What follows belongs to an exercise in optimizing a design on an open flow for small area; a production flow would make more cautious choices.
The RTL was checked by simulation tests, not by an equivalence proof against the original design.
Power figures rest on the tool's default switching activity, not on a simulated workload.

==> flow/design.v <==
module ahb (
            hclk
           ,hresetn
           ,htrans
           ,haddr
           ,hwdata
           ,hready_in
           ,hsel
           ,hwrite
           ,hsize
           ,hresp
           ,hready_out
           ,hrdata
           ,frame_num
           ,sample_in_frame
           ,com_2_ovl
           ,max_point_fft_core
           ,alpha
           ,quarter
           ,fft_num
           ,fft_stage_number
           ,mel_num
           ,cep_num
           ,trigger
           );
input hclk;                       
input hresetn;                    
input [1:0]htrans;
input [11:0]haddr;
input [31:0]hwdata;
input hready_in;
input hsel;
input hwrite;
input [2:0]hsize;
output [1:0]hresp;
output hready_out;
output [31:0]hrdata;
output [31:0]frame_num;            
output [31:0]sample_in_frame;      
output [31:0]com_2_ovl;            
output [31:0]max_point_fft_core;   
output [31:0]alpha;                
output [31:0]quarter;              
output [31:0]fft_num;              
output [31:0]fft_stage_number;     
output [31:0]mel_num;              
output [31:0]cep_num;              
output trigger;                    
wire [31:0]hrdata;
reg [31:0]frame_num;
reg [31:0]sample_in_frame;
reg [31:0]com_2_ovl;
reg [31:0]max_point_fft_core;
reg [31:0]alpha;
reg [31:0]quarter;
reg [31:0]fft_num;
reg [31:0]fft_stage_number;
reg [31:0]mel_num;
reg [31:0]cep_num;
reg trigger;
reg [3:0]addr_q;
reg wr_q;
wire xfer = htrans[1] & hready_in & hsel;
always @(posedge hclk) begin
  addr_q <= haddr[3:0] | {4{|haddr[11:4]}};
end
always @(posedge hclk or negedge hresetn) begin
  if (!hresetn) wr_q <= 1'b0;
  else          wr_q <= xfer & hwrite & (hsize == 3'b010);
end
wire [10:0]sel;
wire [10:0]we;
wire [10:0]nwe;
ahb_dec u_dec (.a(addr_q), .w(wr_q), .sel(sel), .we(we), .nwe(nwe));
wire [31:0]rv [0:9];
wire [31:0]nx [0:9];
assign rv[0] = frame_num;
assign rv[1] = sample_in_frame;
assign rv[2] = com_2_ovl;
assign rv[3] = max_point_fft_core;
assign rv[4] = alpha;
assign rv[5] = quarter;
assign rv[6] = fft_num;
assign rv[7] = fft_stage_number;
assign rv[8] = mel_num;
assign rv[9] = cep_num;
genvar k, i;
generate
  for (k = 0; k < 10; k = k + 1) begin : g_reg
    for (i = 0; i < 32; i = i + 1) begin : g_bit
      ahb_wmux u_wm (.s(we[k]), .sn(nwe[k]), .d(hwdata[i]), .q(rv[k][i]), .y(nx[k][i]));
    end
  end
endgenerate
wire nx_trigger;
ahb_wmux u_wm_trig (.s(we[10]), .sn(nwe[10]), .d(hwdata[0]), .q(trigger), .y(nx_trigger));
always @(posedge hclk or negedge hresetn) begin
  if (!hresetn) begin
    frame_num          <= 32'b0;
    sample_in_frame    <= 32'b0;
    com_2_ovl          <= 32'b0;
    max_point_fft_core <= 32'b0;
    alpha              <= 32'b0;
    quarter            <= 32'b0;
    fft_num            <= 32'b0;
    fft_stage_number   <= 32'b0;
    mel_num            <= 32'b0;
    cep_num            <= 32'b0;
    trigger            <= 1'b0;
  end
  else begin
    frame_num          <= nx[0];
    sample_in_frame    <= nx[1];
    com_2_ovl          <= nx[2];
    max_point_fft_core <= nx[3];
    alpha              <= nx[4];
    quarter            <= nx[5];
    fft_num            <= nx[6];
    fft_stage_number   <= nx[7];
    mel_num            <= nx[8];
    cep_num            <= nx[9];
    trigger            <= nx_trigger;
  end
end
ahb_rmux11 u_rm0 (.s(sel), .d({trigger, rv[9][0], rv[8][0], rv[7][0], rv[6][0], rv[5][0], rv[4][0], rv[3][0], rv[2][0], rv[1][0], rv[0][0]}), .y(hrdata[0]));
generate
  for (i = 1; i < 32; i = i + 1) begin : g_rd
    ahb_rmux10 u_rm (.s(sel[9:0]), .d({rv[9][i], rv[8][i], rv[7][i], rv[6][i], rv[5][i], rv[4][i], rv[3][i], rv[2][i], rv[1][i], rv[0][i]}), .y(hrdata[i]));
  end
endgenerate
assign hresp = 2'b0;
assign hready_out = 1'b1;
endmodule
module ahb_dec (
  input  [3:0]a,
  input  w,
  output [10:0]sel,
  output [10:0]we,
  output [10:0]nwe
);
genvar k;
generate
  for (k = 0; k < 11; k = k + 1) begin : g
    assign sel[k] = (a == k);
    assign we[k]  = w & sel[k];
    assign nwe[k] = ~we[k];
  end
endgenerate
endmodule
module ahb_wmux (
  input  s,
  input  sn,
  input  d,
  input  q,
  output y
);
assign y = (s & d) | (sn & q);
endmodule
module ahb_rmux10 (
  input  [9:0]s,
  input  [9:0]d,
  output y
);
wire [2:0]n;
ahb_aoi222 u_a0 (.a(s[2:0]), .b(d[2:0]), .y(n[0]));
ahb_aoi222 u_a1 (.a(s[5:3]), .b(d[5:3]), .y(n[1]));
ahb_aoi222 u_a2 (.a(s[8:6]), .b(d[8:6]), .y(n[2]));
assign y = ~(n[0] & n[1] & n[2] & ~(s[9] & d[9]));
endmodule
module ahb_rmux11 (
  input  [10:0]s,
  input  [10:0]d,
  output y
);
wire [2:0]n;
ahb_aoi222 u_a0 (.a(s[2:0]), .b(d[2:0]), .y(n[0]));
ahb_aoi222 u_a1 (.a(s[5:3]), .b(d[5:3]), .y(n[1]));
ahb_aoi222 u_a2 (.a(s[8:6]), .b(d[8:6]), .y(n[2]));
assign y = ~(n[0] & n[1] & n[2] & ~((s[9] & d[9]) | (s[10] & d[10])));
endmodule
module ahb_aoi222 (
  input  [2:0]a,
  input  [2:0]b,
  output y
);
assign y = ~|(a & b);
endmodule
clock: 10.0 ns
lec_check: 0
cap_margin: 0
core_margin: 2
core_utilization: 45
slew_margin: 0
synth_hierarchical: 1
standard.sh (not shown) runs the stock make flow with config.mk's settings and CLKGATE_MAP_FILE= SYNTH_SCRIPT=/design/flow/synth_recipe.tcl, a recipe that flattens the netlist after the stock synthesis.
==> flow/flow/run.sh <==
#!/bin/bash
# Standard ORFS layout, with the smallest buffer (sky130_fd_sc_hd__buf_1)
# on every port and a clock tree built without dummy loads.
set -euo pipefail
CTS="-sink_clustering_enable -repair_clock_nets -dont_use_dummy_load -buf_list sky130_fd_sc_hd__clkbuf_16 -sink_clustering_size 28 -sink_clustering_max_diameter 90"
bash standard.sh 'BUFFER_PORTS_ARGS=-buffer_cell sky130_fd_sc_hd__buf_1' "CTS_ARGS=$CTS" finish > make_finish.log 2>&1
Next try:
- CORE_UTILIZATION: 45 -> 55
Outcome:
- non-clock buffer count fell by 12
- via count rose by 2.9%
- clock-buffer cell count does not change
- utilization rose by 12 points
- die area fell by 18%
- area after synthesis does not change
- first-iteration DRC count rose by 11%
- routed wire length fell by 2.6%
- power fell by 0.65%
- design area fell by 1.4%
- final cell count fell by 6.2%
Next try:
==> flow/flow/run.sh (replaced) <==
#!/bin/bash
# Standard ORFS layout, but the port buffers are the smallest buffer
# (sky130_fd_sc_hd__buf_1) instead of the one buffer_ports picks itself.
set -euo pipefail
bash standard.sh 'BUFFER_PORTS_ARGS=-buffer_cell sky130_fd_sc_hd__buf_1' finish > make_finish.log 2>&1
- CAP_MARGIN: 0 -> 20
- CORE_UTILIZATION: 55 -> 40
- SLEW_MARGIN: 0 -> 20
The changed run passed the timing, DRC and antenna checks.
Core utilization falls by 14 points.
Sequential power hardly moves.
Design area goes up by 7.7%.
Count of clock-buffer cells in the layout went up by 39.
Worst setup slack gets worse by 0.15 ns.
Non-clock buffer count rises by 15.
Maximum frequency is lower by 2.8%.
Next try:
==> flow/flow/run.sh (replaced) <==
#!/bin/bash
# Standard ORFS layout, with the smallest buffer (sky130_fd_sc_hd__buf_1)
# on every port and a clock tree built without dummy loads.
set -euo pipefail
CTS="-sink_clustering_enable -repair_clock_nets -dont_use_dummy_load -buf_list sky130_fd_sc_hd__clkbuf_16 -sink_clustering_size 30 -sink_clustering_max_diameter 100"
bash standard.sh 'BUFFER_PORTS_ARGS=-buffer_cell sky130_fd_sc_hd__buf_1' "CTS_ARGS=$CTS" finish > make_finish.log 2>&1
- CAP_MARGIN: 20 -> 0
- CORE_UTILIZATION: 40 -> 55
- SLEW_MARGIN: 20 -> 0
Outcome: Flip-flop and latch count is unchanged; sequential share of layout area grows by 4.0 points; core utilization grows by 14 points.
Next try:
==> flow/flow/run.sh (replaced) <==
#!/bin/bash
# Standard ORFS layout, but the port buffers are the smallest buffer
# (sky130_fd_sc_hd__buf_1) instead of the one buffer_ports picks itself.
set -euo pipefail
bash standard.sh 'BUFFER_PORTS_ARGS=-buffer_cell sky130_fd_sc_hd__buf_1' finish > make_finish.log 2>&1
- CAP_MARGIN: 0 -> 20
- CTS_BUF_LIST: default -> sky130_fd_sc_hd__clkbuf_16
- CTS_CLUSTER_DIAMETER: default -> 80
- CTS_CLUSTER_SIZE: default -> 24
- SLEW_MARGIN: 0 -> 20
Combinational power hardly moves.
Total power went up by 4.2%.
Utilization climbs by 1.5 points.
Die area does not change.
Hold slack stays flat.
Wire length goes up by 1.1%.
Via count went up by 0.47%.
Next try:
- CORE_UTILIZATION: 55 -> 70
- CTS_BUF_LIST: sky130_fd_sc_hd__clkbuf_16 -> sky130_fd_sc_hd__clkbuf_4
- CTS_CLUSTER_DIAMETER: 80 -> default
- CTS_CLUSTER_SIZE: 24 -> default
The changed run completed with no timing, DRC or antenna violations.
Register-to-register slack gets worse by 0.03 ns.
First-iteration DRC count came out higher by 32%.
Setup slack degrades by 0.10 ns.
Global-route usage goes up by 11 points.
Die area is lower by 21%.
Total power climbs by 17%.

-- what the ideal ports hide --
Ports are ideal in the flow. The routed layouts listed here were re-timed in OpenROAD. Step 1 assumes that a clkbuf_16 drives the clock port and a buf_2 every other input. Step 2 adds t to the input delays and takes it off the output delays; t is the mean of the earliest and latest rising clock arrival at the registers after step 1. Input paths then give back, and output paths get back, about the clock's delay inside the block. a / b / c = ideal / step 1 / step 2; a / b = the first two.
| run | t (ns) | slack for setup (ns) | worst hold slack (ns) | worst setup path at the end | latest minus earliest clock arrival (ns) |
|---|---|---|---|---|---|
| the first run | 0.550 | 4.875 / 4.823 / 5.373 | 0.528 / 0.528 / 0.528 | register to output | 0.019 / 0.020 |
| the second run | 0.542 | 4.704 / 4.655 / 5.197 | 0.530 / 0.530 / 0.530 | register to output | 0.017 / 0.016 |
| the third run | 0.549 | 4.554 / 4.503 / 5.052 | 0.517 / 0.517 / 0.517 | register to output | 0.012 / 0.012 |
| the fourth run | 0.540 | 4.757 / 4.709 / 5.249 | 0.533 / 0.533 / 0.533 | register to output | 0.039 / 0.039 |
| the fifth run | 0.553 | 4.629 / 4.581 / 5.134 | 0.532 / 0.532 / 0.532 | register to output | 0.024 / 0.024 |
| the sixth run | 0.734 | 4.525 / 4.479 / 5.213 | 0.524 / 0.524 / 0.524 | register to output | 0.048 / 0.047 |
After both steps every run listed still meets setup and hold.
